Context: an optimization exercise on an open-source flow, tuned for small area and a short achievable clock period. The choices shown serve that exercise and are no tape-out recipe.
Where RTL was checked, it was by simulation tests only, not by an equivalence proof against the original.
The RTL of run 4 was laid out without a check of its function.
Power figures rest on the tool's default switching activity, not on a simulated workload.

===== flow/config.mk =====
export PLATFORM = sky130hd
export DESIGN_NAME = rv_plic_core
export DESIGN_NICKNAME = rv_plic_core
export VERILOG_FILES = /design/flow/design.v
export SDC_FILE = /design/flow/constraint.sdc
export NUM_CORES = 4
export LEC_CHECK = 0
export CAP_MARGIN = 20
export CORE_MARGIN = 2
export CORE_UTILIZATION = 40
export SLEW_MARGIN = 20

===== flow/constraint.sdc =====
create_clock -name core_clock -period 12.0 [get_ports {clk_i}]
set_input_delay 2.4000 -clock core_clock [delete_from_list [all_inputs] [get_ports {clk_i}]]
set_output_delay 2.4000 -clock core_clock [all_outputs]
set_load 0.01 [all_outputs]

===== flow/design.v =====
module prim_flop_2sync #(
  parameter int               Width      = 16,
  parameter logic [Width-1:0] ResetValue = '0
) (
  input                    clk_i,
  input                    rst_ni,
  input        [Width-1:0] d_i,
  output logic [Width-1:0] q_o
);
  logic [Width-1:0] intq;
  always_ff @(posedge clk_i or negedge rst_ni) begin
    if (!rst_ni) begin
      intq <= ResetValue;
      q_o  <= ResetValue;
    end else begin
      intq <= d_i;
      q_o  <= intq;
    end
  end
endmodule
module prim_max_tree #(
  parameter int NumSrc = 32,
  parameter int Width = 4,
  localparam int SrcWidth = $clog2(NumSrc)
) (
  input        [NumSrc-1:0][Width-1:0] therm_i,
  output logic [Width-1:0]             max_therm_o,
  output logic [SrcWidth-1:0]          max_idx_o
);
  localparam int NumLevels = SrcWidth;
  localparam int NumNodes  = 2**(NumLevels+1)-1;
  logic [NumNodes-1:0][Width-1:0]    t_tree;
  logic [NumNodes-1:0][SrcWidth-1:0] idx_tree;
  for (genvar level = 0; level < NumLevels+1; level++) begin : gen_tree
    localparam int Base0 = (2**level)-1;
    localparam int Base1 = (2**(level+1))-1;
    for (genvar offset = 0; offset < 2**level; offset++) begin : gen_level
      localparam int Pa = Base0 + offset;
      localparam int C0 = Base1 + 2*offset;
      localparam int C1 = Base1 + 2*offset + 1;
      if (level == NumLevels) begin : gen_leafs
        if (offset < NumSrc) begin : gen_assign
          assign t_tree[Pa] = therm_i[offset];
        end else begin : gen_tie_off
          assign t_tree[Pa] = '0;
        end
        assign idx_tree[Pa] = '0;
      end else begin : gen_nodes
        logic sel;
        assign sel = |(t_tree[C1] & ~t_tree[C0]);
        assign t_tree[Pa] = t_tree[C0] | t_tree[C1];
        if (level < NumLevels - 1) begin : gen_mux
          assign idx_tree[Pa][NumLevels-level-2:0] =
              sel ? idx_tree[C1][NumLevels-level-2:0] : idx_tree[C0][NumLevels-level-2:0];
        end
        assign idx_tree[Pa][NumLevels-level-1] = sel;
        if (level > 0) begin : gen_zero
          assign idx_tree[Pa][SrcWidth-1:NumLevels-level] = '0;
        end
      end
    end
  end
  assign max_therm_o = t_tree[0];
  assign max_idx_o   = idx_tree[0];
endmodule
module rv_plic_gateway #(
  parameter int N_SOURCE = 32,
  parameter int IDW      = 5
) (
  input clk_i,
  input rst_ni,
  input [N_SOURCE-1:0] src_i,
  input           claim_i,
  input [IDW-1:0] claim_id_i,
  input           complete_i,
  input [IDW-1:0] complete_id_i,
  output logic [N_SOURCE-1:0] ip_o
);
  localparam int LoW = 4;
  localparam int HiW = IDW - LoW;
  localparam int NLo = 2**LoW;
  localparam int NHi = (N_SOURCE + NLo - 1) / NLo;
  logic [NHi-1:0] claim_hi, comp_hi;
  logic [NLo-1:0] claim_lo, comp_lo;
  always_comb begin
    for (int h = 0; h < NHi; h++) begin
      claim_hi[h] = claim_i    & (claim_id_i[IDW-1:LoW]    == HiW'(h));
      comp_hi[h]  = complete_i & (complete_id_i[IDW-1:LoW] == HiW'(h));
    end
    for (int l = 0; l < NLo; l++) begin
      claim_lo[l] = (claim_id_i[LoW-1:0]    == LoW'(l));
      comp_lo[l]  = (complete_id_i[LoW-1:0] == LoW'(l));
    end
  end
  logic [N_SOURCE-1:0] ia;
  logic [N_SOURCE-1:0] ip_d, ia_d;
  always_comb begin
    for (int s = 0; s < N_SOURCE; s++) begin
      ip_d[s] = ip_o[s] ? ~(claim_hi[s/NLo] & claim_lo[s%NLo]) : (src_i[s] & ~ia[s]);
      ia_d[s] = ia[s] ? (ip_o[s] | ~(comp_hi[s/NLo] & comp_lo[s%NLo])) : src_i[s];
    end
  end
  always_ff @(posedge clk_i or negedge rst_ni) begin
    if (!rst_ni) begin
      ip_o <= '0;
      ia   <= '0;
    end else begin
      ip_o <= ip_d;
      ia   <= ia_d;
    end
  end
endmodule
module rv_plic_target #(
  parameter int N_SOURCE = 32,
  parameter int MAX_PRIO = 7,
  localparam int SrcWidth  = $clog2(N_SOURCE),
  localparam int PrioWidth = $clog2(MAX_PRIO+1)
) (
  input clk_i,
  input rst_ni,
  input [N_SOURCE-1:0]  ip_i,
  input [N_SOURCE-1:0]  ie_i,
  input [N_SOURCE*PrioWidth-1:0] prio_i,
  input [PrioWidth-1:0]          threshold_i,
  output logic                irq_o,
  output logic [SrcWidth-1:0] irq_id_o
);
  localparam int NLev = MAX_PRIO + 1;
  logic [N_SOURCE-1:0][NLev-1:0] therm;
  always_comb begin
    for (int s = 0; s < N_SOURCE; s++) begin
      for (int k = 0; k < NLev; k++) begin
        therm[s][k] = ip_i[s] & ie_i[s] & (prio_i[s*PrioWidth +: PrioWidth] >= PrioWidth'(k));
      end
    end
  end
  logic [NLev-1:0]     max_therm;
  logic [SrcWidth-1:0] max_idx;
  prim_max_tree #(
    .NumSrc(N_SOURCE),
    .Width(NLev)
  ) u_prim_max_tree (
    .therm_i(therm),
    .max_therm_o(max_therm),
    .max_idx_o(max_idx)
  );
  logic irq_d;
  always_comb begin
    irq_d = 1'b0;
    for (int k = 1; k < NLev; k++) begin
      if (threshold_i == PrioWidth'(k-1)) irq_d = max_therm[k];
    end
  end
  always_ff @(posedge clk_i or negedge rst_ni) begin
    if (!rst_ni) begin
      irq_o    <= 1'b0;
      irq_id_o <= '0;
    end else begin
      irq_o    <= irq_d;
      irq_id_o <= max_idx;
    end
  end
endmodule
module rv_plic_core #(
  parameter int NumSrc = 186,
  localparam int SRCW  = $clog2(NumSrc),
  localparam int MAX_PRIO = 3,
  localparam int PRIOW = $clog2(MAX_PRIO+1)
) (
  input                     clk_i,
  input                     rst_ni,
  input  [NumSrc-1:0]       intr_src_i,
  input  [NumSrc*PRIOW-1:0] prio_i,
  input  [NumSrc-1:0]       ie_i,
  input  [PRIOW-1:0]        threshold_i,
  input                     claim_i,
  input                     complete_i,
  input  [SRCW-1:0]         complete_id_i,
  output [NumSrc-1:0]       ip_o,
  output                    irq_o,
  output [SRCW-1:0]         irq_id_o
);
  logic [NumSrc-1:0] ip;
  logic [NumSrc-1:0] intr_src_synced;
  assign ip_o = ip;
  prim_flop_2sync #(
    .Width(NumSrc)
  ) u_prim_flop_2sync (
    .clk_i,
    .rst_ni,
    .d_i(intr_src_i),
    .q_o(intr_src_synced)
  );
  rv_plic_gateway #(
    .N_SOURCE   (NumSrc),
    .IDW        (SRCW)
  ) u_gateway (
    .clk_i,
    .rst_ni,
    .src_i         (intr_src_synced),
    .claim_i       (claim_i),
    .claim_id_i    (irq_id_o),
    .complete_i    (complete_i),
    .complete_id_i (complete_id_i),
    .ip_o          (ip)
  );
  rv_plic_target #(
    .N_SOURCE    (NumSrc),
    .MAX_PRIO    (MAX_PRIO)
  ) u_target (
    .clk_i,
    .rst_ni,
    .ip_i        (ip),
    .ie_i        (ie_i),
    .prio_i      (prio_i),
    .threshold_i (threshold_i),
    .irq_o       (irq_o),
    .irq_id_o    (irq_id_o)
  );
endmodule

===== flow/flow/run.sh =====
#!/bin/bash
# Layout flow: the standard ORFS flow (standard.sh, with its standard
# synthesis), changed only in how it optimises:
#  - the port buffers that global placement inserts on every input and output
#    are sky130_fd_sc_hd__buf_1 instead of the resizer's default choice;
#  - timing repair aims for a larger setup slack at the same 12 ns clock.
# The SDC (clock period, I/O delays, loads) is the standard flow's, unchanged.
set -euo pipefail
export BUFFER_PORTS_ARGS="-buffer_cell sky130_fd_sc_hd__buf_1"
bash standard.sh SETUP_SLACK_MARGIN=8 finish > make_finish.log 2>&1

===== flow/standard.sh =====
#!/bin/bash
# synth_recipe.tcl (not shown) runs the flow's synth.tcl, then flattens the netlist and writes it again
# the make line also repeats each setting of config.mk as NAME=value (left out here)
make -C /OpenROAD-flow-scripts/flow DESIGN_CONFIG=/design/flow/config.mk WORK_HOME=/design/flow/orfs CLKGATE_MAP_FILE= SYNTH_SCRIPT=/design/flow/synth_recipe.tcl "${@:-finish}"

==> summary.txt, run 1 <==
RSZ-0062 raised after global routing true; Clock transition at path regs 0.06 ns; Final min period 4.60 ns; Final period util 38.3%; Post-synth EDFFs 0; post-synthesis cell type count 85; Final Skew 0.0255 ns; Sum Neg Setup Slack 0 ns; Num CTS Buffers 79; Reg area 0.0188 mm²; WS Path Type input pin to flip-flop; Die H 320 µm; Final nets 6171; HPWL Detailed 137000 µm; Via Count 41500; max_cap viols 0; r2r worst-path depth 9; final instance area 0.0505 mm²; Final Power 7.47 mW; die area 0.103 mm²; Mapped Nets 5148; Fmax achieved 217 MHz; cells after synthesis 4390; FILL cells 9401; routability cong. 0.979; yosys warns 3; clock sink total 753; Die Wd 320 µm; Post-Syn Area 0.0400 mm²; dpl cells 6541; Hold Path Origin u_prim_flop_2sync.intq[140]; Tightest Pin Transition 1.08 ns; Detailed Route WL 179000 µm; Worst slew margin 28.1%; Core Footprint 0.0997 mm²; peak supply drop 0.0909 mV; status complete, no violations; DR vias/cell 6.08; Worst setup EP type flip-flop; first-pass GRT wire length 254000 µm; Post-Layout Cell Count 6829; Hold Path Class flip-flop to flip-flop; Pins Over Slew Limit 0; arrival time worst endpoint 5.12 ns; CTS H-Tree Depth 3; Placement Rows 116; placed cell area 0.0453 mm²; Multi-input gate area 0.0210 mm²; pin count of the biggest net entering global routing 167; port bufs 952; reg2reg start u_gateway.ip_o[63]; post-DR wirelength/cell 26.2 µm; clk root buf clkbuf_16; worst hold stages 0; destination of the worst hold path u_prim_flop_2sync.q_o[140]; Post-DRT Antenna Nets 0; Final Setup Violations 0; register area share after synthesis 47.1%; PwrDens 148 mW/mm²; final hold violations 0; fraction of registers with async set/reset 100%; clk buf depth 3; Syn-to-layout area delta 26.0%; initial antenna violation count 70; most instantiated cells after synthesis dfrtp_1, a21oi_1, inv_1; layout cells sized above 1 10.6%; FF-to-FF End u_target.irq_id_o[0]; ranking of synthesized cells by area dfrtp_1, a21oi_1, a31oi_1, nand3_1, inv_1; Syn Area/Cell 9.12 µm²; share of Yosys cell area claimed by the top area cell type 47.1%; grt ovf 0; most frequent cell after synthesis dfrtp_1; Yosys top cell by area dfrtp_1; Synth Flop Type dfrtp_1; Seq cells post-synth 753; Ports 953; r2r setup slk 8.74 ns; drt first pass iters 7; static leakage 20.8 nW; CTS tree done; critical path data required time 12.52 ns; CP Launch Type input pin; initial core utilization 40.2%; 1st-iter DRT viols 4109; crit-path max FO 7; Tot GR Track Use 33.5%; vias in the first global route 38400; Worst-Skew Late Latency 0.63 ns; Post-route DRC 0
[cells in the final DEF, fill, tap and decap left out, drive strengths merged, types with 20 or more instances in the layout]
cell type | synthesis | final
inv | 326 | 328
o21ai | 75 | 75
nand2b | 100 | 100
nand3 | 266 | 266
and3 | 54 | 54
a22oi | 79 | 79
dfrtp | 753 | 753
nor4 | 54 | 54
mux2 | 28 | 28
a22o | 21 | 21
or2 | 37 | 37
nor3 | 212 | 212
and2 | 74 | 74
nor2 | 282 | 282
maj3 | 50 | 50
diode | 0 | 57
nor2b | 81 | 81
o22ai | 60 | 60
o211ai | 137 | 137
nand4 | 136 | 136
o211a | 29 | 29
a221oi | 20 | 20
a31oi | 233 | 233
a211oi | 22 | 22
clkbuf | 134 | 118
a21oi | 424 | 424
o221ai | 21 | 21
nand4b | 20 | 20
and4 | 34 | 34
buf | 4 | 1074
mux2i | 81 | 81
o2111ai | 24 | 24
nand2 | 253 | 253
[metal layers]
layer	wire, µm	part of all wire (%)	global-route usage [%]	up-vias
li1	-	-	-	18700
met5	222	0.12	0	-
met1	73500	41	43.5	20500
met2	83700	47	53.8	1889
met4	8220	4.6	15.2	34
met3	13100	7.3	6.94	417
[logic make-up (layout without fill, tap and decap cells)]
kind of cell	after synthesis	in the layout	synth area share [%]
flops	753	753	47.1
buf+inv	464	1548	4.36
mux	109	109	2.81
simple gates	1678	1678	22.3
fa+ha+maj	50	50	1.25
other cells	0	57	0
compound gates	1336	1336	22.2
[registers in the layout, indices dropped and copies added, names as in the netlist]
register and cells:
u_gateway.ia 186, u_prim_flop_2sync.q_o 186, u_target.irq_id_o 8, u_gateway.ip_o 186, u_target.irq_o 1, u_prim_flop_2sync.intq 186
[final cells by class]
| type | instances | share of cell area (%) |
|---|---|---|
| multi-input cells | 3173 | 41.5 |
| flip-flops and latches | 753 | 37.3 |
| repair buffers | 1080 | 9.68 |
| clock buffers | 112 | 4.58 |
| well taps | 1298 | 3.22 |
| inverters | 326 | 2.42 |
| clock inverters | 30 | 0.932 |
| diodes | 57 | 0.283 |
[worst max-delay path by stage]
stage | startpoint | endpoint | slack [ns] | cells after the start
2_1_floorplan | prio_i[99] | u_target.irq_id_o[0] | 7.29 | 10
3_3_place_gp | prio_i[199] | u_target.irq_id_o[0] | 5.88 | 11
3_5_place_dp | ie_i[62] | u_target.irq_id_o[0] | 5.93 | 11
4_1_cts | prio_i[326] | u_target.irq_id_o[0] | 7.53 | 10
5_1_grt | prio_i[322] | u_target.irq_id_o[0] | 7.31 | 11
6_report | ie_i[146] | u_target.irq_id_o[0] | 7.40 | 10
[power by group]
| part | leakage [nW] | switching, mW | internal [mW] |
|---|---|---|---|
| Clock | 1.36 | 1.04 | 1.58 |
| Sequential | 7.77 | 0.272 | 2.68 |
| Combinational | 11.6 | 1.21 | 0.679 |
| Total | 20.8 | 2.53 | 4.94 |
[per-stage QoR]
| stage | setup WS [ns] | hold WS [ns] | util [%] |
|---|---|---|---|
| final | 7.40 | 0.325 | 50.6 |
| after global routing | 7.31 | 0.348 | 50.6 |
| after detailed placement | 5.93 | 0.335 | 45.5 |
| after floorplan | 7.29 | 0.331 | - |
| after CTS | 7.53 | 0.325 | 50.0 |
| after global placement | 5.88 | 0.331 | 45.4 |
[worst max-delay path: stages]
cell,delay [ns]
buf_1,0.14
nand3_1,0.16
nand4_1,0.38
nor4_2,0.50
nor2b_1,0.13
nor4_4,0.52
a21oi_1,0.11
a32oi_2,0.28
o22ai_1,0.18
nor4_1,0.31
[what timing repair did]
item / in CTS / in global routing
resized for setup: 267 / 67
pin swaps: 59 / 26
cloned: 0 / 1
setup endpoints to repair: 172 / 252
setup buffers: 62 / 26
hold buffers: 0 / 0
==> run 2, diff against run 1 <==
--- a/flow/flow/run.sh
+++ b/flow/flow/run.sh
@@ -9,2 +9,2 @@
 export BUFFER_PORTS_ARGS="-buffer_cell sky130_fd_sc_hd__buf_1"
-bash standard.sh SETUP_SLACK_MARGIN=8 finish > make_finish.log 2>&1
+bash standard.sh SETUP_SLACK_MARGIN=6 finish > make_finish.log 2>&1
==> run 2 against run 1 <==
  * Sequential power about the same
  * Routed wire length increased by 0.26%
  * Cell area decreased by 4.6%
  * Critical path type unchanged
==> summary.txt, run 2 <==
Ports 953; Multi-input gate area 0.0197 mm²; HPWL Detailed 139000 µm; arrival time worst endpoint 6.08 ns; Die Wd 320 µm; 1st-iter DRT viols 3969; CTS H-Tree Depth 3; post-cts sizing count 0; WS Path Type input pin to flip-flop; post-DR wirelength/cell 26.6 µm; Post-Syn Area 0.0400 mm²; post-synthesis xor/xnor area fraction 0%; placed cell area 0.0453 mm²; Num CTS Buffers 80; Detailed Route WL 179000 µm; PwrDens 151 mW/mm²; FILL cells 9639; Syn-to-layout area delta 20.3%; Hold Path Class flip-flop to flip-flop; routability cong. 0.964; layout cells sized above 1 5.58%; WHS 0.340 ns; vias in the first global route 37700; Post-synth EDFFs 0; final instance area 0.0482 mm²; Post-DRT Antenna Nets 0; Synth Flop Type dfrtp_1; r2r setup slk 7.74 ns; RSZ-0062 raised after global routing false; grt ovf 0; most frequent cell after synthesis dfrtp_1; commonest non-fill, non-tap cell in the layout buf_1; Die H 320 µm; CP Launch Type input pin; first-pass GRT wire length 255000 µm; clk root buf clkbuf_16; fraction of registers with async set/reset 100%; ranking of synthesized cells by area dfrtp_1, a21oi_1, a31oi_1, nand3_1, inv_1; largest family of logic cells by synthesized area simple AND/OR/NAND/NOR gates; initial core utilization 40.2%; Clock transition at path regs 0.06 ns; Pins Over Slew Limit 0; Syn Area/Cell 9.12 µm²; Tot GR Track Use 33.7%; final hold violations 0; crit-path max FO 5; Post-route DRC 0; Final period util 46.1%; Worst-Skew Late Latency 0.65 ns; post-synthesis cell type count 85; Finished Core Util 48.3%; Mapped Nets 5148; Int Pwr 4.78 mW; Net Sw Power 2.50 mW; Reg area 0.0188 mm²; Tightest Pin Transition 1.24 ns; most instantiated cells after synthesis dfrtp_1, a21oi_1, inv_1; area fraction in compound gates after synthesis 22.2%; adder-cell share of the synthesized area 1.25%; Final nets 6083; Core Footprint 0.0997 mm²; Final min period 5.53 ns; register area share after synthesis 47.1%; Sum Neg Setup Slack 0 ns; static leakage 19.7 nW; Worst setup EP type flip-flop; Via Count 41000; share of Yosys cell area claimed by the top area cell type 47.1%; initial antenna violation count 69; die area 0.103 mm²; most frequent cells in the layout buf_1, dfrtp_1, a21oi_1; Yosys top cell by area dfrtp_1; multiplexer area fraction after synthesis 2.81%; Placement Rows 116; clock sink total 753; Setup Fix Bufs, Post-CTS 0; critical path data required time 12.55 ns; yosys warns 3; Net Sw Frac 34.3%; port bufs 952; pin count of the biggest net entering global routing 176; DR vias/cell 6.09; Final Setup Violations 0; max_cap viols 0; cells after synthesis 4390; part of the power in registers 40.7%; status complete, no violations; Gate power share 23.7%; Final Skew 0.0241 ns; # hold bufs at CTS 0; Post-Synth Simple-Gate Area 22.3%; drt first pass iters 6; power share of the clock group 35.6%; clk buf depth 3; Worst slew margin 16.8%; Fmax achieved 181 MHz; Seq cells post-synth 753; peak supply drop 0.0951 mV; CTS tree done; Final Power 7.28 mW
[run 2: cell counts after synthesis]
No cell type changed its count.
[run 2: final cells by class]
cell class | instances | area share, %
Multi-Input combinational cell | 3173 | 40.8
Clock buffer | 109 | 4.70
Clock inverter | 38 | 1.01
Timing Repair Buffer | 991 | 8.19
Inverter | 326 | 2.54
Sequential cell | 753 | 39.1
Tap cell | 1298 | 3.37
Antenna cell | 48 | 0.249
[run 2: worst paths after layout]
path | start | to | cells past startpoint
setup / recovery | ie_i[94] | u_target.irq_id_o[0] | 11
hold reg to reg | u_prim_flop_2sync.intq[11] | u_prim_flop_2sync.q_o[11] | 0
hold / removal | u_prim_flop_2sync.intq[11] | u_prim_flop_2sync.q_o[11] | 0
setup reg to reg | u_gateway.ip_o[94] | u_target.irq_id_o[0] | 10
max in group asynchronous | rst_ni | u_gateway.ia[95] | 3
min in group asynchronous | rst_ni | u_gateway.ia[37] | 1
[run 2: metrics by stage]
step,instances,worst slack [ns]
3_5_place_dp,6541,5.91
4_1_cts,6688,6.60
3_3_place_gp,6539,5.91
5_1_grt,6724,6.39
6_report,6736,6.47
2_1_floorplan,4390,7.17
[run 2: per-layer routing]
metal / track usage [%] / vias up / routed length, µm
met5: 0 / - / 263
met2: 53.9 / 1882 / 83500
met4: 14.4 / 38 / 7410
met3: 7.90 / 367 / 14700
met1: 43.7 / 20200 / 73300
li1: - / 18500 / -
[run 2: worst max-delay path, cell delays in order]
cell and delay (ns):
buf_1 0.14, a22oi_1 0.45, nand4_1 0.39, nor4_1 0.77
nand3_1 0.49, a211oi_1 0.58, a21o_1 0.19, or3_4 0.16
inv_2 0.04, and4b_1 0.18, nor4_1 0.26
[run 2: cell families after synthesis]
family          Yosys count
compound gates         1336
fa+ha+maj                50
buf+inv                 464
flops                   753
mux                     109
simple gates           1678
[run 2: power by group through the flow]
stage	Sequential [mW]	Clock [mW]	Combinational [mW]
final	2.96	2.59	1.73
after global routing	2.98	2.74	1.85
after CTS	2.95	2.63	1.70
after detailed placement	2.99	0	1.69
after global placement	2.99	0	1.69
after floorplan	2.90	0	0.878
==> run 3, diff against run 2 <==
==> flow/run.sh (new file) <==
#!/bin/bash
# synth_recipe.tcl (not shown) runs the flow's synth.tcl, then flattens the netlist and writes it again
# the make line also repeats each setting of config.mk as NAME=value (left out here)
make -C /OpenROAD-flow-scripts/flow DESIGN_CONFIG=/design/flow/config.mk WORK_HOME=/design/flow/orfs CLKGATE_MAP_FILE= SYNTH_SCRIPT=/design/flow/synth_recipe.tcl finish
removed: flow/flow/run.sh
removed: flow/standard.sh
==> run 3 against run 2 <==
  * Cell area is 12% higher
  * Via count is 0.12% higher
  * Non-clock buffer count stayed put
  * Global-route usage is 1.2 points higher
==> summary.txt, run 3 <==
status complete, no violations; Post-DRT Antenna Nets 0; port bufs 952; Gate power share 26.3%; Tot GR Track Use 34.9%; Final Skew 0.0218 ns; Via Count 41100; Detailed Route WL 185000 µm; Int Pwr 5.03 mW; Net Sw Frac 32.8%; FILL cells 9008; commonest non-fill, non-tap cell in the layout clkdlybuf4s50_1; max_cap viols 0; dpl cells 6540; Num CTS Buffers 82; Setup Fix Bufs, Post-CTS 0; Final nets 6085; arrival time worst endpoint 6.29 ns; clk buf depth 3; clk root buf clkbuf_16; layout cells sized above 1 5.40%; Syn-to-layout area delta 35.0%; most instantiated cells after synthesis dfrtp_1, a21oi_1, inv_1; Final period util 47.9%; WS Path Type input pin to flip-flop; Syn Area/Cell 9.12 µm²; final hold violations 0; grt ovf 0; Placement Rows 116; pin count of the biggest net entering global routing 185; die area 0.103 mm²; adder-cell share of the synthesized area 1.25%; vias in the first global route 38100; register area share after synthesis 47.1%; post-synthesis xor/xnor area fraction 0%; Final min period 5.75 ns; power share of the clock group 34.1%; Post-synth EDFFs 0; Fmax achieved 174 MHz; initial core utilization 40.2%; part of the power in registers 39.6%; post-synthesis cell type count 85; Worst setup EP type flip-flop; PwrDens 138 mW/mm²; Final Setup Violations 0; multiplexer area fraction after synthesis 2.81%; initial antenna violation count 91; Hold Path Class flip-flop to flip-flop; ranking of synthesized cells by area dfrtp_1, a21oi_1, a31oi_1, nand3_1, inv_1; Die Wd 320 µm; CTS tree done; Synth Flop Type dfrtp_1; Core Footprint 0.0997 mm²; Clock transition at path regs 0.06 ns; Worst slew margin 22.4%; routability cong. 0.998; static leakage 22.4 nW; fraction of registers with async set/reset 100%; # hold bufs at CTS 0; Mapped Nets 5148; Seq cells post-synth 753; post-DR wirelength/cell 27.5 µm; Post-Synth Simple-Gate Area 22.3%; CP Launch Type input pin; cells after synthesis 4390; Worst-Skew Late Latency 0.65 ns; Sum Neg Setup Slack 0 ns; 1st-iter DRT viols 3954; yosys warns 3; drt first pass iters 8; Yosys top cell by area dfrtp_1; most frequent cells in the layout clkdlybuf4s50_1, dfrtp_1, a21oi_1; clock sink total 753; post-cts sizing count 0; largest family of logic cells by synthesized area simple AND/OR/NAND/NOR gates; share of Yosys cell area claimed by the top area cell type 47.1%; Post-route DRC 0; CTS H-Tree Depth 3; RSZ-0062 raised after global routing false; first-pass GRT wire length 262000 µm; Pins Over Slew Limit 0; most frequent cell after synthesis dfrtp_1; Die H 320 µm; crit-path max FO 4; Ports 953; Post-Syn Area 0.0400 mm²; HPWL Detailed 145000 µm; Net Sw Power 2.45 mW; area fraction in compound gates after synthesis 22.2%; Tightest Pin Transition 1.16 ns; DR vias/cell 6.09; critical path data required time 12.54 ns; Post-Layout Cell Count 6750; peak supply drop 0.106 mV
[run 3: cell counts after synthesis]
No cell type changed its count.
[run 3: cells by family after synthesis]
group,Yosys count
adders and majority gates,50
muxes,109
and+or+nand+nor,1678
buffers and inverters,464
DFF,753
AOI/OAI and AO/OA,1336
[run 3: area by class of cell]
class / count / area [µm²] / share of cell area, %
clock buffers: 118 / 2390 / 4.42
flip-flops and latches: 753 / 18800 / 34.9
clock inverters: 26 / 308 / 0.569
diodes: 65 / 163 / 0.301
well taps: 1298 / 1620 / 3.00
inverters: 326 / 1220 / 2.26
repair buffers: 991 / 9860 / 18.2
multi-input cells: 3173 / 19700 / 36.3
[run 3: worst paths after layout]
path | start | to | slack, ns | cells after the start
min | u_prim_flop_2sync.intq[125] | u_prim_flop_2sync.q_o[125] | 0.34 | 0
min reg2reg | u_prim_flop_2sync.intq[125] | u_prim_flop_2sync.q_o[125] | 0.34 | 0
max in group asynchronous | rst_ni | u_gateway.ip_o[150] | 7.86 | 3
max reg2reg | u_gateway.ip_o[6] | u_target.irq_id_o[0] | 7.91 | 10
max | ie_i[7] | u_target.irq_id_o[0] | 6.25 | 11
min in group asynchronous | rst_ni | u_prim_flop_2sync.intq[37] | 1.73 | 1
[run 3: through the flow]
stage,total power [mW],cell area (µm²),setup WS (ns),util [%],hold WS [ns]
global route,7.77,54000,6.12,54.2,0.345
floorplan,3.78,40000,7.17,-,0.331
CTS,7.49,53900,6.35,54.1,0.341
global placement,4.95,51200,5.69,51.3,0.331
detailed placement,4.95,51200,5.68,51.3,0.335
finish,7.49,54100,6.25,54.2,0.337
[run 3: power by group through the flow]
stage	clock (mW)	sequential (mW)	combinational, mW
3_5_place_dp	0	3.01	1.94
2_1_floorplan	0	2.90	0.878
3_3_place_gp	0	3.00	1.94
5_1_grt	2.69	2.99	2.09
4_1_cts	2.58	2.96	1.95
6_report	2.55	2.97	1.97
[run 3: routing by layer]
layer  vias up  wire length (µm)  part of all wire [%]  global-route usage (%)
met2      1951             87600                    47                    56.7
met1     20200             73200                    40                    43.6
li1      18500                 -                     -                       -
met3       401             15900                   8.6                    9.09
met4        48              8280                   4.5                    15.8
met5         -               292                  0.16                       0
[run 3: worst max-delay path, cell delays in order]
cell             delay [ns]
clkdlybuf4s50_1        0.49
nand3_1                0.25
o22ai_1                0.27
nor4_1                 0.67
nand4_1                0.55
nor4_1                 0.74
a32o_1                 0.28
or3_4                  0.15
inv_2                  0.04
and4b_1                0.18
nor4_1                 0.27
==> run 4, diff against run 3 <==
--- a/flow/design.v
+++ b/flow/design.v
@@ -22,8 +22,6 @@
   parameter int NumSrc = 32,
-  parameter int Width = 4,
   localparam int SrcWidth = $clog2(NumSrc)
 ) (
-  input        [NumSrc-1:0][Width-1:0] therm_i,
-  output logic [Width-1:0]             max_therm_o,
-  output logic [SrcWidth-1:0]          max_idx_o
+  input        [NumSrc-1:0]   req_i,
+  output logic [SrcWidth-1:0] idx_o
 );
@@ -31,3 +29,3 @@
   localparam int NumNodes  = 2**(NumLevels+1)-1;
-  logic [NumNodes-1:0][Width-1:0]    t_tree;
+  logic [NumNodes-1:0]               any_tree;
   logic [NumNodes-1:0][SrcWidth-1:0] idx_tree;
@@ -42,5 +40,5 @@
         if (offset < NumSrc) begin : gen_assign
-          assign t_tree[Pa] = therm_i[offset];
+          assign any_tree[Pa] = req_i[offset];
         end else begin : gen_tie_off
-          assign t_tree[Pa] = '0;
+          assign any_tree[Pa] = 1'b0;
         end
@@ -48,10 +46,9 @@
       end else begin : gen_nodes
-        logic sel;
-        assign sel = |(t_tree[C1] & ~t_tree[C0]);
-        assign t_tree[Pa] = t_tree[C0] | t_tree[C1];
+        assign any_tree[Pa] = any_tree[C0] | any_tree[C1];
         if (level < NumLevels - 1) begin : gen_mux
           assign idx_tree[Pa][NumLevels-level-2:0] =
-              sel ? idx_tree[C1][NumLevels-level-2:0] : idx_tree[C0][NumLevels-level-2:0];
+              idx_tree[C0][NumLevels-level-2:0] |
+              (idx_tree[C1][NumLevels-level-2:0] & {(NumLevels-level-1){~any_tree[C0]}});
         end
-        assign idx_tree[Pa][NumLevels-level-1] = sel;
+        assign idx_tree[Pa][NumLevels-level-1] = ~any_tree[C0] & any_tree[C1];
         if (level > 0) begin : gen_zero
@@ -62,4 +59,3 @@
   end
-  assign max_therm_o = t_tree[0];
-  assign max_idx_o   = idx_tree[0];
+  assign idx_o = idx_tree[0];
 endmodule
@@ -114,3 +110,3 @@
   parameter int N_SOURCE = 32,
-  parameter int MAX_PRIO = 7,
+  parameter int MAX_PRIO = 3,
   localparam int SrcWidth  = $clog2(N_SOURCE),
@@ -127,28 +123,27 @@
 );
-  localparam int NLev = MAX_PRIO + 1;
-  logic [N_SOURCE-1:0][NLev-1:0] therm;
+  logic [N_SOURCE-1:0] v, p1, p0;
   always_comb begin
     for (int s = 0; s < N_SOURCE; s++) begin
-      for (int k = 0; k < NLev; k++) begin
-        therm[s][k] = ip_i[s] & ie_i[s] & (prio_i[s*PrioWidth +: PrioWidth] >= PrioWidth'(k));
-      end
-    end
-  end
-  logic [NLev-1:0]     max_therm;
-  logic [SrcWidth-1:0] max_idx;
+      v[s]  = ip_i[s] & ie_i[s];
+      p1[s] = prio_i[2*s+1];
+      p0[s] = prio_i[2*s];
+    end
+  end
+  logic any3, any2, any1, mp1, mp0;
+  assign any3 = |(v & p1 & p0);
+  assign any2 = |(v & p1);
+  assign any1 = |(v & p0);
+  assign mp1  = any2;
+  assign mp0  = any2 ? any3 : any1;
+  logic [N_SOURCE-1:0] cand;
+  assign cand = v & (p1 | {N_SOURCE{~mp1}}) & (p0 | {N_SOURCE{~mp0}});
+  logic [SrcWidth-1:0] first_idx;
   prim_max_tree #(
-    .NumSrc(N_SOURCE),
-    .Width(NLev)
+    .NumSrc(N_SOURCE)
   ) u_prim_max_tree (
-    .therm_i(therm),
-    .max_therm_o(max_therm),
-    .max_idx_o(max_idx)
+    .req_i(cand),
+    .idx_o(first_idx)
   );
   logic irq_d;
-  always_comb begin
-    irq_d = 1'b0;
-    for (int k = 1; k < NLev; k++) begin
-      if (threshold_i == PrioWidth'(k-1)) irq_d = max_therm[k];
-    end
-  end
+  assign irq_d = ({mp1, mp0} > threshold_i) & (|v);
   always_ff @(posedge clk_i or negedge rst_ni) begin
@@ -159,3 +154,3 @@
       irq_o    <= irq_d;
-      irq_id_o <= max_idx;
+      irq_id_o <= first_idx;
     end
==> run 4 against run 3 <==
  * Still clean
  * Die area decreased by 6.4%
  * Synthesized cell count fell by 4.6%
  * Clock-buffer cell count shrank 10
  * First-iteration DRC count grew 130%
  * Clock skew rose by 0.021 ns
  * Via count up 15%
  * Routed wire length is 57% higher
  * Total power fell by 0.33%
  * Fmax fell by 39%
  * Combinational power fell by 5%
  * Synthesized area decreased by 6.5%
  * Critical path type unchanged
==> summary.txt, run 4 <==
Finished Core Util 55.5%; commonest non-fill, non-tap cell in the layout clkdlybuf4s50_1; most frequent cell after synthesis dfrtp_1; Post-Syn Area 0.0374 mm²; Final Power 7.46 mW; status complete, no violations; Post-route DRC 0; Post-synth EDFFs 0; 1st-iter DRT viols 9212; Mapped Nets 4947; ranking of synthesized cells by area dfrtp_1, a21oi_1, nand3_1, nand4_1, nor2_1; Tot GR Track Use 58.4%; crit path from ie_i[162]; max_cap viols 0; r2r setup slk 4.23 ns; critical path data required time 12.54 ns; post-DR wirelength/cell 44.2 µm; Worst path max stage delay 0.85 ns; first-pass GRT wire length 371000 µm; Worst path slowest cell o221ai_1; Final nets 5912; clk root buf clkbuf_16; Worst setup EP type flip-flop; most instantiated cells after synthesis dfrtp_1, a21oi_1, nor2_1; Post-DRT Antenna Nets 0; Pins Over Slew Limit 0; FF-to-FF End u_target.irq_id_o[0]; Tightest Pin Transition 1.36 ns; Post-Layout Cell Count 6559; WS Path Type input pin to flip-flop; post-synthesis cell type count 86; final instance area 0.0517 mm²; initial antenna violation count 101; Via Count 47200; RSZ-0062 raised after global routing false; CTS tree done; Worst-Skew Late Latency 0.73 ns; port bufs 952; Final Skew 0.0432 ns; worst hold stages 0; Syn-to-layout area delta 38.0%; share of Yosys cell area claimed by the top area cell type 50.3%; vias in the first global route 42600; crit-path max FO 86; grt ovf 0; dpl cells 6326; Final period util 78.4%; die area 0.0961 mm²; fraction of registers with async set/reset 100%; placed cell area 0.0487 mm²; Placement Rows 112; Detailed Route WL 290000 µm; HPWL Detailed 237000 µm; Sum Neg Setup Slack 0 ns; Ports 953; Worst slew margin 9.49%; drt first pass iters 15; peak supply drop 0.143 mV; yosys warns 3; cells after synthesis 4187; Die H 310 µm; Synth Flop Type dfrtp_1; Seq cells post-synth 753; Hold Path Class flip-flop to flip-flop; r2r worst-path depth 17; CP Launch Type input pin; Num CTS Buffers 77; crit path to u_target.irq_id_o[0]; Fmax achieved 106 MHz; static leakage 20.9 nW; Final Setup Violations 0; crit-path cells clkdlybuf4s50_1 > nand4_1 > o2111ai_1 > nor4_1 > nand4_1 > nor4_4 > o31ai_4 > buf_4 > inv_6 > buf_4 > nor2_1 > o221ai_1 > o21ai_0 > a32oi_1 > a2bb2oi_1 > o21ai_0 > a221oi_1 > o2111ai_1; arrival time worst endpoint 9.95 ns; Final min period 9.41 ns; register area share after synthesis 50.3%; Core Footprint 0.0930 mm²; final hold violations 0; reg2reg start u_gateway.ip_o[162]; Clock transition at path regs 0.08 ns; CTS H-Tree Depth 3; post-cts sizing count 0; DR vias/cell 7.20; Setup Fix Bufs, Post-CTS 0; # hold bufs at CTS 0; Die Wd 310 µm; initial core utilization 40.2%; most frequent cells in the layout clkdlybuf4s50_1, dfrtp_1, a21oi_1; clk buf depth 3; clock sink total 753; Syn Area/Cell 8.94 µm²; layout cells sized above 1 5.37%; Yosys top cell by area dfrtp_1; pin count of the biggest net entering global routing 179; PwrDens 144 mW/mm²; routability cong. 1.25
[run 4: cell count changes in the layout (fill, tap and decap cells not counted), sizes merged, moves of 81 or more]
| cell | change |
|---|---|
| nand2b | -89 |
| nor2 | +116 |
| nand4 | +120 |
| mux2i | -81 |
| a21oi | +87 |
| o211ai | -123 |
[run 4: worst min path at each step]
stage                           startpoint                          to
4_1_cts        u_prim_flop_2sync.intq[133]  u_prim_flop_2sync.q_o[133]
3_5_place_dp   u_prim_flop_2sync.intq[128]  u_prim_flop_2sync.q_o[128]
2_1_floorplan    u_prim_flop_2sync.intq[0]    u_prim_flop_2sync.q_o[0]
6_report       u_prim_flop_2sync.intq[133]  u_prim_flop_2sync.q_o[133]
5_1_grt        u_prim_flop_2sync.intq[133]  u_prim_flop_2sync.q_o[133]
3_3_place_gp   u_prim_flop_2sync.intq[163]  u_prim_flop_2sync.q_o[163]
[run 4: metrics by stage]
step	hold WS (ns)	setup WS (ns)
after floorplan	0.331	6.42
after global placement	0.332	2.66
after detailed placement	0.335	2.72
after CTS	0.329	3.40
after global routing	0.335	3.00
final	0.317	2.59
[run 4: critical path: cells and delay by family]
| family | cells | cell delay, ns |
|---|---|---|
| AO/OA/AOI/OAI | 9 | 3.11 |
| buffers and inverters | 4 | 2.14 |
| AND/OR/NAND/NOR | 5 | 2.18 |
[run 4: report_power, final]
group | internal (mW) | switching (mW)
Combinational | 0.630 | 1.25
Sequential | 2.68 | 0.305
Clock | 1.49 | 1.11
Total | 4.80 | 2.66
[run 4: layer usage]
layer / part of all wire [%] / GRT usage [%] / up-vias
met3: 15 / 25.4 / 1576
met5: 0.16 / 0 / -
met1: 33 / 66.6 / 22800
met2: 40 / 80.8 / 4934
met4: 12 / 56.1 / 34
li1: - / - / 17900
[run 4: kinds of logic after synthesis]
kind of cell             synth area share, %
adder cells (fa/ha/maj)               0.0668
buffers and inverters                   5.01
AND/OR/NAND/NOR                         21.9
AO/OA/AOI/OAI                           22.7
flip-flops                              50.3
[run 4: area by class of cell]
type	count	area [µm²]
antenna	91	228
clock buffer	108	2190
clock inverter	33	531
fill	8108	41400
inverter	328	1240
multi-input combinational	2963	16900
sequential	753	18800
tap	1254	1570
timing repair buffer	1029	10200
==> run 5, diff against run 4 <==
--- a/flow/design.v
+++ b/flow/design.v
@@ -25,2 +25,3 @@
   input        [NumSrc-1:0]   req_i,
+  output logic                any_o,
   output logic [SrcWidth-1:0] idx_o
@@ -59,2 +60,3 @@
   end
+  assign any_o = any_tree[0];
   assign idx_o = idx_tree[0];
@@ -123,27 +125,34 @@
 );
-  logic [N_SOURCE-1:0] v, p1, p0;
-  always_comb begin
-    for (int s = 0; s < N_SOURCE; s++) begin
-      v[s]  = ip_i[s] & ie_i[s];
-      p1[s] = prio_i[2*s+1];
-      p0[s] = prio_i[2*s];
-    end
-  end
-  logic any3, any2, any1, mp1, mp0;
-  assign any3 = |(v & p1 & p0);
-  assign any2 = |(v & p1);
-  assign any1 = |(v & p0);
-  assign mp1  = any2;
-  assign mp0  = any2 ? any3 : any1;
-  logic [N_SOURCE-1:0] cand;
-  assign cand = v & (p1 | {N_SOURCE{~mp1}}) & (p0 | {N_SOURCE{~mp0}});
-  logic [SrcWidth-1:0] first_idx;
-  prim_max_tree #(
-    .NumSrc(N_SOURCE)
-  ) u_prim_max_tree (
-    .req_i(cand),
-    .idx_o(first_idx)
-  );
-  logic irq_d;
-  assign irq_d = ({mp1, mp0} > threshold_i) & (|v);
+  localparam int NLev = MAX_PRIO + 1;
+  logic [NLev-1:0][N_SOURCE-1:0] ge;    
+  always_comb begin
+    for (int k = 0; k < NLev; k++) begin
+      for (int s = 0; s < N_SOURCE; s++) begin
+        ge[k][s] = ip_i[s] & ie_i[s] & (prio_i[s*PrioWidth +: PrioWidth] >= PrioWidth'(k));
+      end
+    end
+  end
+  logic [NLev-1:0]               any;
+  logic [NLev-1:0][SrcWidth-1:0] idx;
+  for (genvar k = 0; k < NLev; k++) begin : gen_level
+    prim_max_tree #(
+      .NumSrc(N_SOURCE)
+    ) u_prim_max_tree (
+      .req_i(ge[k]),
+      .any_o(any[k]),
+      .idx_o(idx[k])
+    );
+  end
+  logic                irq_d;
+  logic [SrcWidth-1:0] irq_id_d;
+  always_comb begin
+    irq_id_d = idx[0];
+    for (int k = 1; k < NLev; k++) begin
+      if (any[k]) irq_id_d = idx[k];
+    end
+    irq_d = 1'b0;
+    for (int k = 1; k < NLev; k++) begin
+      if (threshold_i == PrioWidth'(k-1)) irq_d = any[k];
+    end
+  end
   always_ff @(posedge clk_i or negedge rst_ni) begin
@@ -154,3 +163,3 @@
       irq_o    <= irq_d;
-      irq_id_o <= first_idx;
+      irq_id_o <= irq_id_d;
     end
==> flow/flow/run.sh (new file) <==
#!/bin/bash
# Layout flow: the standard ORFS flow (standard.sh, with its standard
# synthesis), changed only in how it optimises:
#  - the port buffers that global placement inserts on every input and output
#    are sky130_fd_sc_hd__buf_1 instead of the resizer's default choice;
#  - timing repair aims for a larger setup slack at the same 12 ns clock.
# The SDC (clock period, I/O delays, loads) is the standard flow's, unchanged.
set -euo pipefail
export BUFFER_PORTS_ARGS="-buffer_cell sky130_fd_sc_hd__buf_1"
bash standard.sh SETUP_SLACK_MARGIN=8 finish > make_finish.log 2>&1
==> flow/standard.sh (new file) <==
#!/bin/bash
# synth_recipe.tcl (not shown) runs the flow's synth.tcl, then flattens the netlist and writes it again
# the make line also repeats each setting of config.mk as NAME=value (left out here)
make -C /OpenROAD-flow-scripts/flow DESIGN_CONFIG=/design/flow/config.mk WORK_HOME=/design/flow/orfs CLKGATE_MAP_FILE= SYNTH_SCRIPT=/design/flow/synth_recipe.tcl "${@:-finish}"
--- a/flow/config.mk
+++ b/flow/config.mk
@@ -7,2 +7,3 @@
 export LEC_CHECK = 0
+export ABC_AREA = 1
 export CAP_MARGIN = 20
removed: flow/run.sh
==> run 5 against run 4 <==
  * Utilization down 6.4 points
  * Cell count up 19%
  * Sequential share of layout area up 1.8 points
  * Critical endpoint is now irq_id_o[4]
  * Largest power group unchanged
==> summary.txt, run 5 <==
Yosys top cell by area dfrtp_1; Final period util 33.1%; Num CTS Buffers 85; Fmax achieved 252 MHz; Core Footprint 0.100 mm²; Hold Path Class flip-flop to flip-flop; die area 0.104 mm²; Detailed Route WL 196000 µm; power share of the clock group 37.1%; crit-path max FO 5; placed cell area 0.0461 mm²; post-synthesis cell type count 42; Ports 953; Gate power share 24.8%; Die Wd 322 µm; layout cells sized above 1 13.2%; crit-path cells buf_1; Worst path max stage delay 0.44 ns; final hold violations 0; initial core utilization 40.4%; static leakage 23.9 nW; Synth Flop Type dfrtp_1; final instance area 0.0492 mm²; Post-route DRC 0; critical path data required time 9.60 ns; Post-Layout Cell Count 7812; ranking of synthesized cells by area dfrtp_1, nand2_1, a31oi_1, inv_1, nor2_1; Final Setup Violations 0; Die H 322 µm; FILL cells 10200; CTS tree done; PwrDens 151 mW/mm²; Syn-to-layout area delta 21.8%; Seq cells post-synth 753; Via Count 42400; # hold bufs at CTS 0; cells after synthesis 5374; port bufs 952; Net Sw Frac 35.9%; RSZ-0062 raised after global routing true; fraction of registers with async set/reset 100%; Tot GR Track Use 36.9%; HPWL Detailed 157000 µm; register area share after synthesis 46.6%; Placement Rows 116; first-pass GRT wire length 272000 µm; Net Sw Power 2.67 mW; vias in the first global route 40000; Final Skew 0.0276 ns; Post-DRT Antenna Nets 0; part of the power in registers 38.1%; Final nets 7150; commonest non-fill, non-tap cell in the layout nand2_1; Worst setup EP type output pin; grt ovf 0; Syn Area/Cell 7.52 µm²; clock sink total 753; clk root buf clkbuf_16; DR vias/cell 5.43; drt first pass iters 6; most frequent cell after synthesis nand2_1; most instantiated cells after synthesis nand2_1, dfrtp_1, inv_1; r2r setup slk 9.35 ns; Buf/Inv on CP 1; Sum Neg Setup Slack 0 ns; Tightest Pin Transition 1.22 ns; Clock transition at path regs 0.07 ns; Worst path slowest cell buf_1; 1st-iter DRT viols 3928; share of Yosys cell area claimed by the top area cell type 46.6%; arrival time worst endpoint 1.57 ns; yosys warns 3; status complete, no violations; Int Pwr 4.76 mW; CTS H-Tree Depth 3; Mapped Nets 6132; Final min period 3.97 ns; Pins Over Slew Limit 0; Post-Syn Area 0.0404 mm²; WS Path Type flip-flop to output pin; clk buf depth 3; post-DR wirelength/cell 25.1 µm; Worst slew margin 18.6%; CP Launch Type flip-flop; pin count of the biggest net entering global routing 164; Post-synth EDFFs 0; critical path's top delay family buffers and inverters; dpl cells 7602; most frequent cells in the layout nand2_1, buf_1, dfrtp_1; initial antenna violation count 67; max_cap viols 0; routability cong. 1.05; Worst-Skew Late Latency 0.69 ns; peak supply drop 0.135 mV
## run 5: cells by family (layout without fill, tap and decap cells)
group	count (synthesis)	in the layout	synth area share, %
AOI/OAI and AO/OA	1204	1204	17.0
and+or+nand+nor	2531	2531	28.2
DFF	753	753	46.6
other	0	54	0
buffers and inverters	886	1972	8.25
## run 5: power groups by stage
stage | clock, mW | sequential [mW] | combinational, mW
3_5_place_dp | 0 | 2.87 | 1.81
4_1_cts | 2.79 | 2.83 | 1.82
2_1_floorplan | 0 | 2.86 | 0.894
3_3_place_gp | 0 | 2.87 | 1.80
5_1_grt | 2.90 | 2.85 | 1.97
6_report | 2.76 | 2.83 | 1.84
## run 5: worst paths after layout
check / start / cells after the start / to
max reg2reg: u_gateway.ip_o[169] / 14 / u_target.irq_id_o[5]
min in group asynchronous: rst_ni / 1 / u_gateway.ip_o[105]
min reg2reg: u_prim_flop_2sync.intq[143] / 0 / u_prim_flop_2sync.q_o[143]
max: u_target.irq_id_o[4] / 1 / irq_id_o[4]
max in group asynchronous: rst_ni / 3 / u_prim_flop_2sync.q_o[36]
min: u_prim_flop_2sync.intq[143] / 0 / u_prim_flop_2sync.q_o[143]
## run 5: repair_timing
item	in CTS	in global routing
gates cloned	0	0
gates resized for setup	1	21
pin swaps	0	2
setup buffers	0	1
endpoints found under the setup margin	1	93
## run 5: layer usage
metal,share of wire (%),GRT usage [%]
met4,6.2,20.7
met5,0.083,0
met2,46,59.5
met1,40,46.4
met3,7.9,7.19
## run 5: metrics by stage
step | setup slack (ns) | hold slack [ns] | power [mW] | util (%)
2_1_floorplan | 8.12 | 0.331 | 3.75 | -
3_3_place_gp | 7.27 | 0.331 | 4.67 | 46.0
3_5_place_dp | 7.32 | 0.335 | 4.68 | 46.0
4_1_cts | 8.02 | 0.340 | 7.44 | 49.0
5_1_grt | 7.97 | 0.349 | 7.72 | 49.1
6_report | 8.03 | 0.339 | 7.43 | 49.2
## run 5: layout make-up
| cell class | instances | area, µm² | area share (%) |
|---|---|---|---|
| Tap cell | 1298 | 1620 | 3.30 |
| Inverter | 832 | 3130 | 6.36 |
| Clock buffer | 117 | 2400 | 4.87 |
| Timing Repair Buffer | 985 | 3910 | 7.93 |
| Clock inverter | 38 | 561 | 1.14 |
| Multi-Input combinational cell | 3735 | 18600 | 37.9 |
| Antenna cell | 54 | 135 | 0.274 |
| Sequential cell | 753 | 18800 | 38.3 |
==> run 6, diff against run 5 <==
--- a/flow/flow/run.sh
+++ b/flow/flow/run.sh
@@ -5,2 +5,4 @@
 #    are sky130_fd_sc_hd__buf_1 instead of the resizer's default choice;
+#  - clock tree synthesis clusters up to 20 flip-flops within 120 um per leaf
+#    buffer and inserts no dummy loads;
 #  - timing repair aims for a larger setup slack at the same 12 ns clock.
@@ -9,2 +11,3 @@
 export BUFFER_PORTS_ARGS="-buffer_cell sky130_fd_sc_hd__buf_1"
-bash standard.sh SETUP_SLACK_MARGIN=8 finish > make_finish.log 2>&1
+export CTS_ARGS="-sink_clustering_enable -repair_clock_nets -dont_use_dummy_load -sink_clustering_size 20 -sink_clustering_max_diameter 120"
+bash standard.sh SETUP_SLACK_MARGIN=8.25 finish > make_finish.log 2>&1
==> run 6 against run 5 <==
  * Die area did not move
  * First-iteration DRC count rose by 2.4%
  * Combinational power rose by 12%
  * Critical endpoint is now u_target.irq_id_o[2]
  * Routed wire length rose by 0.71%
  * Clock power decreased by 44%
  * Total power down 13%
  * Worst hold slack got worse by 0.026 ns
  * Cell area increased by 1.2%
  * Still clean
  * Fmax rose by 4.3%
==> summary.txt, run 6 <==
post-DR wirelength/cell 25.3 µm; Sum Neg Setup Slack 0 ns; fin worst setup slack 8.19 ns; final hold violations 0; Final Setup Violations 0; DR vias/cell 5.47; ranking of synthesized cells by area dfrtp_1, nand2_1, a31oi_1, inv_1, nor2_1; Final nets 7206; Syn Area/Cell 7.52 µm²; final instance area 0.0499 mm²; CTS tree done; crit-path cells buf_1 > nand2_1 > inv_2 > nand2_1 > nand2_1 > nor2_2 > nand2_2 > nor2_4 > nand2_4 > nor2_8 > nand2_4 > inv_4 > nand2_1 > nand2_1 > nor2_1 > nand2_1 > nand2_1 > a21oi_1; Tot GR Track Use 36.6%; placed cell area 0.0464 mm²; Via Count 42600; drt first pass iters 8; Post-synth EDFFs 0; Final period util 31.7%; RSZ-0062 raised after global routing true; Die Wd 322 µm; post-synthesis cell type count 42; CP most frequent cell nand2_1; layout cells sized above 1 19.5%; status complete, no violations; clk buf depth 3; HPWL Detailed 156000 µm; Post-Syn Area 0.0404 mm²; Buf/Inv on CP 3; port bufs 952; peak supply drop 0.103 mV; Detailed Route WL 197000 µm; initial antenna violation count 65; Clock transition at path regs 0.10 ns; Hold Path Class flip-flop to flip-flop; most frequent cells in the layout nand2_1, buf_1, dfrtp_1; Post-DRT Antenna Nets 0; pre-CTS WS 7.12 ns; yosys warns 3; Worst path max stage delay 0.17 ns; Ports 953; Num CTS Buffers 44; initial core utilization 40.4%; most frequent cell after synthesis nand2_1; Post-route DRC 0; Worst path slowest cell nand2_1; max_cap viols 0; Mapped Nets 6132; CP Launch Type input pin; first-pass GRT wire length 269000 µm; critical path's top delay family simple AND/OR/NAND/NOR gates; arrival time worst endpoint 4.41 ns; Pins Over Slew Limit 0; CTS H-Tree Depth 2; cells after synthesis 5374; routability cong. 1.00; # hold bufs at CTS 0; PwrDens 129 mW/mm²; WS Path Type input pin to flip-flop; pin count of the biggest net entering global routing 179; critical path data required time 12.60 ns; Synth Flop Type dfrtp_1; Placement Rows 116; Core Footprint 0.100 mm²; Die H 322 µm; vias in the first global route 38900; commonest non-fill, non-tap cell in the layout nand2_1; Final Skew 0.0582 ns; clock sink total 753; 1st-iter DRT viols 4023; fraction of registers with async set/reset 100%; Fmax achieved 263 MHz; Tightest Pin Transition 1.25 ns; most instantiated cells after synthesis nand2_1, dfrtp_1, inv_1; register area share after synthesis 46.6%; Final Power 6.46 mW; static leakage 24.0 nW; die area 0.104 mm²; FILL cells 10100; Worst-Skew Late Latency 0.67 ns; Yosys top cell by area dfrtp_1; Syn-to-layout area delta 23.3%; clk root buf clkbuf_16; crit-path max FO 7; Seq cells post-synth 753; grt ovf 0; share of Yosys cell area claimed by the top area cell type 46.6%; WHS 0.312 ns; Worst slew margin 16.2%; Worst setup EP type flip-flop; Final min period 3.81 ns
## run 6: cell counts after synthesis
No cell type changed its count.
## run 6: area by class of cell
cell class / instances / area (µm²) / share of cell area, %
repair buffers: 1082 / 4780 / 9.58
well taps: 1298 / 1620 / 3.26
flip-flops and latches: 753 / 18900 / 38.0
multi-input cells: 3735 / 20200 / 40.4
inverters: 832 / 3160 / 6.34
clock buffers: 44 / 1100 / 2.21
diodes: 42 / 105 / 0.211
## run 6: worst paths after layout
check	start	end	slack (ns)	depth (start not counted)
worst min register to register	u_prim_flop_2sync.intq[56]	u_prim_flop_2sync.q_o[56]	0.31	0
worst max register to register	u_gateway.ip_o[28]	u_target.irq_id_o[5]	9.42	19
worst min-delay path	u_prim_flop_2sync.intq[56]	u_prim_flop_2sync.q_o[56]	0.31	0
max in group asynchronous	rst_ni	u_gateway.ip_o[160]	8.58	3
min in group asynchronous	rst_ni	u_prim_flop_2sync.q_o[79]	1.74	1
worst max-delay path	ie_i[80]	u_target.irq_id_o[2]	8.19	18
## run 6: logic make-up (layout without fill, tap and decap cells)
family,Yosys count,count (layout),synth area share [%]
flip-flops,753,753,46.6
AO/OA/AOI/OAI,1204,1204,17.0
buffers and inverters,886,1958,8.25
AND/OR/NAND/NOR,2531,2531,28.2
other,0,42,0
## run 6: repair_timing
item,in CTS,in global routing
gates cloned,0,1
buffers inserted,31,68
resized for setup,153,367
setup endpoints to repair,298,231
pin swaps,13,110
## run 6: through the flow
| step | utilization, % | cells |
|---|---|---|
| floorplan | - | 5374 |
| global placement | 46.4 | 7600 |
| detailed placement | 46.4 | 7600 |
| CTS | 48.1 | 7675 |
| global route | 49.8 | 7777 |
| finish | 49.8 | 7786 |
## run 6: power breakdown
group	total, mW	internal, mW	switching, mW	leakage, nW
Combinational	2.07	0.579	1.49	15.7
Clock	1.54	0.653	0.882	0.542
Sequential	2.85	2.68	0.164	7.74
Total	6.46	3.92	2.54	24.0
## run 6: metal layers
metal  global-route usage (%)  wire [µm]  vias to the layer above
met3                     7.33      16900                      432
met2                     59.8      92000                     2025
met4                     17.4      10700                       30
met1                     46.4      77500                    20500
li1                         -          -                    19600
met5                        0        180                        -
==> run 7, diff against run 6 <==
--- a/flow/design.v
+++ b/flow/design.v
@@ -145,2 +145,6 @@
   end
+  logic [NLev-1:0] has;
+  always_comb begin
+    for (int k = 0; k < NLev; k++) has[k] = |ge[k];
+  end
   logic                irq_d;
@@ -150,3 +154,3 @@
     for (int k = 1; k < NLev; k++) begin
-      if (any[k]) irq_id_d = idx[k];
+      if (has[k]) irq_id_d = idx[k];
     end
@@ -154,3 +158,3 @@
     for (int k = 1; k < NLev; k++) begin
-      if (threshold_i == PrioWidth'(k-1)) irq_d = any[k];
+      if (threshold_i == PrioWidth'(k-1)) irq_d = has[k];
     end
==> run 7 against run 6 <==
  * Still clean
  * Register-to-register slack worse by 0.14 ns
  * Die area is 1.4% lower
  * Synthesized area is 1.4% lower
  * Largest cell class unchanged
==> summary.txt, run 7 <==
crit-path cells buf_1 > nand2_2 > nor2_1 > inv_2 > nand4_1 > nor2_4 > nand2_4 > nor3_4 > nand2_4 > nor2_8 > nand3_4 > clkinv_4 > nand2_1 > inv_1 > nand2_1 > a21oi_2; Multi-input gate area 0.0196 mm²; Hold Path Class flip-flop to flip-flop; Die Wd 320 µm; Post-DRT Antenna Nets 0; post-DR wirelength/cell 26.3 µm; arrival time worst endpoint 4.38 ns; FILL cells 9998; Yosys top cell by area dfrtp_1; Detailed Route WL 204000 µm; port bufs 952; most instantiated cells after synthesis nand2_1, dfrtp_1, inv_1; CTS tree done; fin worst setup slack 8.13 ns; crit path from ie_i[126]; initial core utilization 40.5%; yosys warns 3; Fmax achieved 259 MHz; Post-route DRC 0; PwrDens 127 mW/mm²; post-synthesis cell type count 45; WS Path Type input pin to flip-flop; Syn Area/Cell 7.52 µm²; Post-synth EDFFs 0; 1st-iter DRT viols 4350; clock sink total 753; CTS H-Tree Depth 2; Die H 320 µm; reg2reg start u_gateway.ip_o[140]; Final Setup Violations 0; FF-to-FF End u_target.irq_id_o[5]; Final min period 3.87 ns; DR vias/cell 5.52; Finished Core Util 50.4%; dpl cells 7525; Mapped Nets 6062; Tot GR Track Use 38.7%; Sum Neg Setup Slack 0 ns; Final Skew 0.113 ns; routability cong. 1.04; vias in the first global route 39800; cells after synthesis 5304; r2r setup slk 9.28 ns; Seq cells post-synth 753; most frequent cells in the layout nand2_1, buf_1, dfrtp_1; Placement Rows 115; Clock transition at path regs 0.08 ns; CP Launch Type input pin; Hold Path Origin u_prim_flop_2sync.intq[60]; Worst-Skew Late Latency 0.66 ns; clk root buf clkbuf_16; max_cap viols 0; Worst path slowest cell nor3_4; pin count of the biggest net entering global routing 155; crit-path max FO 6; Ports 953; first-pass GRT wire length 281000 µm; die area 0.102 mm²; layout cells sized above 1 18.8%; Core Footprint 0.0986 mm²; RSZ-0062 raised after global routing true; crit path to u_target.irq_id_o[0]; share of Yosys cell area claimed by the top area cell type 47.3%; peak supply drop 0.119 mV; HPWL Detailed 162000 µm; Worst setup EP type flip-flop; clk buf depth 3; Tightest Pin Transition 1.18 ns; Worst slew margin 21.0%; Final period util 32.2%; Num CTS Buffers 45; Worst path max stage delay 0.33 ns; pre-CTS WS 6.86 ns; Via Count 42700; commonest non-fill, non-tap cell in the layout nand2_1; Post-Layout Cell Count 7731; initial antenna violation count 47; Synth Flop Type dfrtp_1; ranking of synthesized cells by area dfrtp_1, nand2_1, inv_1, a31oi_1, nor2_1; # hold bufs at CTS 0; grt ovf 0; static leakage 23.9 nW; final hold violations 0; Final nets 7176; Reg area 0.0189 mm²; most frequent cell after synthesis nand2_1; drt first pass iters 6; Syn-to-layout area delta 24.5%; status complete, no violations; Pins Over Slew Limit 0; register area share after synthesis 47.3%; Post-Syn Area 0.0399 mm²; r2r worst-path depth 13; critical path data required time 12.51 ns; fraction of registers with async set/reset 100%
[run 7: area by class of cell]
type | count | area share (%)
diodes | 28 | 0.141
inverters | 822 | 6.29
clock buffers | 45 | 2.27
repair buffers | 1121 | 10.3
flip-flops and latches | 753 | 38.1
multi-input cells | 3675 | 39.6
well taps | 1287 | 3.24
[run 7: worst min-delay path by stage]
stage / slack, ns / endpoint / cells past startpoint
3_3_place_gp: 0.33 / u_prim_flop_2sync.q_o[74] / 0
6_report: 0.23 / u_prim_flop_2sync.q_o[60] / 0
4_1_cts: 0.22 / u_prim_flop_2sync.q_o[60] / 0
3_5_place_dp: 0.33 / u_prim_flop_2sync.q_o[0] / 0
5_1_grt: 0.21 / u_prim_flop_2sync.q_o[60] / 0
2_1_floorplan: 0.33 / u_prim_flop_2sync.q_o[0] / 0
[run 7: where the power goes]
group          switching (mW)  leakage [nW]  internal, mW  total (mW)
combinational            1.41          15.6         0.529        1.94
sequential              0.191          7.74          2.68        2.88
clock                   0.846         0.555         0.666        1.51
[run 7: logic make-up after synthesis]
| group | count (synthesis) | share of synthesized area [%] |
|---|---|---|
| simple gates | 2446 | 27.1 |
| compound gates | 1229 | 17.4 |
| buf+inv | 876 | 8.29 |
| flops | 753 | 47.3 |
[run 7: what timing repair did]
action,4_1_cts,5_1_grt
endpoints found under the setup margin,436,302
pin swaps,63,77
gates cloned,1,1
buffers inserted,84,46
gates resized for setup,363,198
[run 7: through the flow]
step	cell area (µm²)	hold slack [ns]	total power, mW
2_1_floorplan	40300	0.331	3.75
3_3_place_gp	45800	0.331	4.65
3_5_place_dp	45800	0.335	4.65
4_1_cts	48600	0.216	6.26
5_1_grt	49600	0.211	6.57
6_report	49700	0.228	6.33
[run 7: critical path: cells and delay by family]
kind	cells	cell delay, ns
AOI/OAI and AO/OA	1	0.12
buffers and inverters	4	0.33
and+or+nand+nor	11	1.51
[run 7: routing by layer]
layer  routed length, µm  vias up  GRT usage, %  part of all wire [%]
met5                 136        -             0                 0.067
met4               12600       20          20.2                   6.2
met3               16200      466          7.28                   7.9
met2               92100     2027          61.9                    45
met1               82600    20600          49.9                    41
li1                    -    19500             -                     -
==> run 8, diff against run 7 <==
--- a/flow/design.v
+++ b/flow/design.v
@@ -145,6 +145,2 @@
   end
-  logic [NLev-1:0] has;
-  always_comb begin
-    for (int k = 0; k < NLev; k++) has[k] = |ge[k];
-  end
   logic                irq_d;
@@ -154,3 +150,3 @@
     for (int k = 1; k < NLev; k++) begin
-      if (has[k]) irq_id_d = idx[k];
+      if (any[k]) irq_id_d = idx[k];
     end
@@ -158,3 +154,3 @@
     for (int k = 1; k < NLev; k++) begin
-      if (threshold_i == PrioWidth'(k-1)) irq_d = has[k];
+      if (threshold_i == PrioWidth'(k-1)) irq_d = any[k];
     end
--- a/flow/flow/run.sh
+++ b/flow/flow/run.sh
@@ -7,3 +7,4 @@
 #    buffer and inserts no dummy loads;
-#  - timing repair aims for a larger setup slack at the same 12 ns clock.
+#  - timing repair up to clock tree synthesis aims for a larger setup slack at
+#    the same 12 ns clock; the repair after global routing aims lower.
 # The SDC (clock period, I/O delays, loads) is the standard flow's, unchanged.
@@ -12,2 +13,3 @@
 export CTS_ARGS="-sink_clustering_enable -repair_clock_nets -dont_use_dummy_load -sink_clustering_size 20 -sink_clustering_max_diameter 120"
-bash standard.sh SETUP_SLACK_MARGIN=8.25 finish > make_finish.log 2>&1
+bash standard.sh SETUP_SLACK_MARGIN=8.25 cts > make_cts.log 2>&1
+bash standard.sh SETUP_SLACK_MARGIN=7.5 finish > make_finish.log 2>&1
==> run 8 against run 7 <==
  * First-iteration DRC count fell by 4.6%
  * Sequential cell count did not move
  * Global-route usage fell by 2.1 points
  * Synthesized area up 1.4%
  * Non-clock buffer count shrank 108
  * Setup slack worse by 0.056 ns
  * Largest cell class unchanged
  * Highest routed layer unchanged
  * Still clean on timing, DRC and antenna
  * Cell count down 0.18%
  * Register-to-register slack better by 0.02 ns
==> summary.txt, run 8 <==
Worst slew margin 17.7%; share of Yosys cell area claimed by the top area cell type 46.6%; Synth Flop Type dfrtp_1; CTS tree done; Worst-Skew Late Latency 0.67 ns; ranking of synthesized cells by area dfrtp_1, nand2_1, a31oi_1, inv_1, nor2_1; Sum Neg Setup Slack 0 ns; first-pass GRT wire length 269000 µm; reg2reg start u_gateway.ip_o[28]; most frequent cell after synthesis nand2_1; Worst path max stage delay 0.38 ns; most instantiated cells after synthesis nand2_1, dfrtp_1, inv_1; vias in the first global route 38900; Die H 322 µm; crit-path max FO 4; crit path from ie_i[157]; Syn Area/Cell 7.52 µm²; Ports 953; critical path data required time 12.60 ns; post-synthesis cell type count 42; r2r setup slk 9.30 ns; 1st-iter DRT viols 4148; routability cong. 1.00; Num CTS Buffers 44; Post-DRT Antenna Nets 0; Worst setup EP type flip-flop; Post-synth EDFFs 0; RSZ-0062 raised after global routing false; Clock transition at path regs 0.10 ns; r2r worst-path depth 17; arrival time worst endpoint 4.52 ns; peak supply drop 0.101 mV; Yosys top cell by area dfrtp_1; fraction of registers with async set/reset 100%; static leakage 23.3 nW; clk root buf clkbuf_16; grt ovf 0; pin count of the biggest net entering global routing 179; HPWL Detailed 156000 µm; Final Setup Violations 0; Via Count 41900; post-DR wirelength/cell 25.3 µm; register area share after synthesis 46.6%; Final nets 7137; most frequent cells in the layout nand2_1, buf_1, dfrtp_1; Final period util 32.7%; Post-Layout Cell Count 7717; initial core utilization 40.4%; Pins Over Slew Limit 0; Syn-to-layout area delta 19.3%; Placement Rows 116; yosys warns 3; cells after synthesis 5374; max_cap viols 0; crit-path cells buf_1 > nand2_1 > nand2_1 > nor3_1 > nand2_1 > nor2_1 > nand2_1 > inv_2 > nand2_1 > nand3_1 > nand2_1 > nand3_1 > nor2_1 > nor2_1 > nand2_1 > a21oi_1; Seq cells post-synth 753; Die Wd 322 µm; layout cells sized above 1 14.8%; Tightest Pin Transition 1.23 ns; # hold bufs at CTS 0; Final min period 3.92 ns; dpl cells 7600; DR vias/cell 5.43; clock sink total 753; clk buf depth 3; Fmax achieved 255 MHz; port bufs 952; WS Path Type input pin to flip-flop; drt first pass iters 6; status complete, no violations; PwrDens 131 mW/mm²; die area 0.104 mm²; Tot GR Track Use 36.6%; crit path to u_target.irq_id_o[2]; FF-to-FF End u_target.irq_id_o[0]; Worst path slowest cell nor3_1; commonest non-fill, non-tap cell in the layout nand2_1; Post-route DRC 0; Final Skew 0.0592 ns; CP Launch Type input pin; Hold Path Class flip-flop to flip-flop; final hold violations 0; Post-Syn Area 0.0404 mm²; CP most frequent cell nand2_1; Mapped Nets 6132; CTS H-Tree Depth 2; Core Footprint 0.100 mm²; Detailed Route WL 195000 µm; initial antenna violation count 65
-- run 8: through the flow --
step	power, mW	utilization (%)	hold slack [ns]	worst slack [ns]	cell area [µm²]
global placement	4.71	46.4	0.331	7.07	46400
global route	6.57	48.1	0.320	7.94	48200
detailed placement	4.71	46.4	0.335	7.12	46400
CTS	6.30	48.1	0.323	8.24	48100
finish	6.31	48.2	0.316	8.08	48200
floorplan	3.79	-	0.331	8.14	40800
-- run 8: report_power, final --
group	leakage [nW]	total, mW	internal, mW	switching, mW
Combinational	15.0	1.93	0.510	1.42
Clock	0.542	1.53	0.653	0.880
Sequential	7.75	2.84	2.68	0.163
-- run 8: kinds of logic after synthesis --
| family | synth area share (%) |
|---|---|
| AND/OR/NAND/NOR | 28.2 |
| AO/OA/AOI/OAI | 17.0 |
| buffers and inverters | 8.25 |
| flip-flops | 46.6 |
-- run 8: timing repair --
| action | 4_1_cts | 5_1_grt |
|---|---|---|
| buffers inserted | 31 | 0 |
| gates resized for setup | 153 | 0 |
| hold endpoints to repair | 0 | 0 |
| endpoints found under the setup margin | 298 | 0 |
-- run 8: layout make-up --
cell class | instances | area (µm²)
inverter | 832 | 3150
fill | 10200 | 51900
antenna | 42 | 105
clock buffer | 44 | 1100
tap | 1298 | 1620
sequential | 753 | 18900
multi-input combinational | 3735 | 19200
timing repair buffer | 1013 | 4180
-- run 8: worst min-delay path by stage --
stage / endpoint / slack, ns / startpoint / depth (start not counted)
after CTS: u_prim_flop_2sync.q_o[49] / 0.32 / u_prim_flop_2sync.intq[49] / 0
after global routing: u_prim_flop_2sync.q_o[56] / 0.32 / u_prim_flop_2sync.intq[56] / 0
after global placement: u_prim_flop_2sync.q_o[156] / 0.33 / u_prim_flop_2sync.intq[156] / 0
final: u_prim_flop_2sync.q_o[56] / 0.32 / u_prim_flop_2sync.intq[56] / 0
after detailed placement: u_prim_flop_2sync.q_o[103] / 0.33 / u_prim_flop_2sync.intq[103] / 0
after floorplan: u_prim_flop_2sync.q_o[0] / 0.33 / u_prim_flop_2sync.intq[0] / 0
-- run 8: critical path, delay by kind of cell --
family,cells,cell delay (ns)
AND/OR/NAND/NOR,13,1.71
AO/OA/AOI/OAI,1,0.13
buffers and inverters,2,0.24
-- run 8: metal layers --
layer  vias to the layer above  share of wire, %  GRT usage (%)
li1                      19500                 -              -
met5                         -             0.094              0
met1                     20100                40           46.4
met3                       418               8.4           7.33
met4                        30               5.3           17.4
met2                      1937                47           59.8
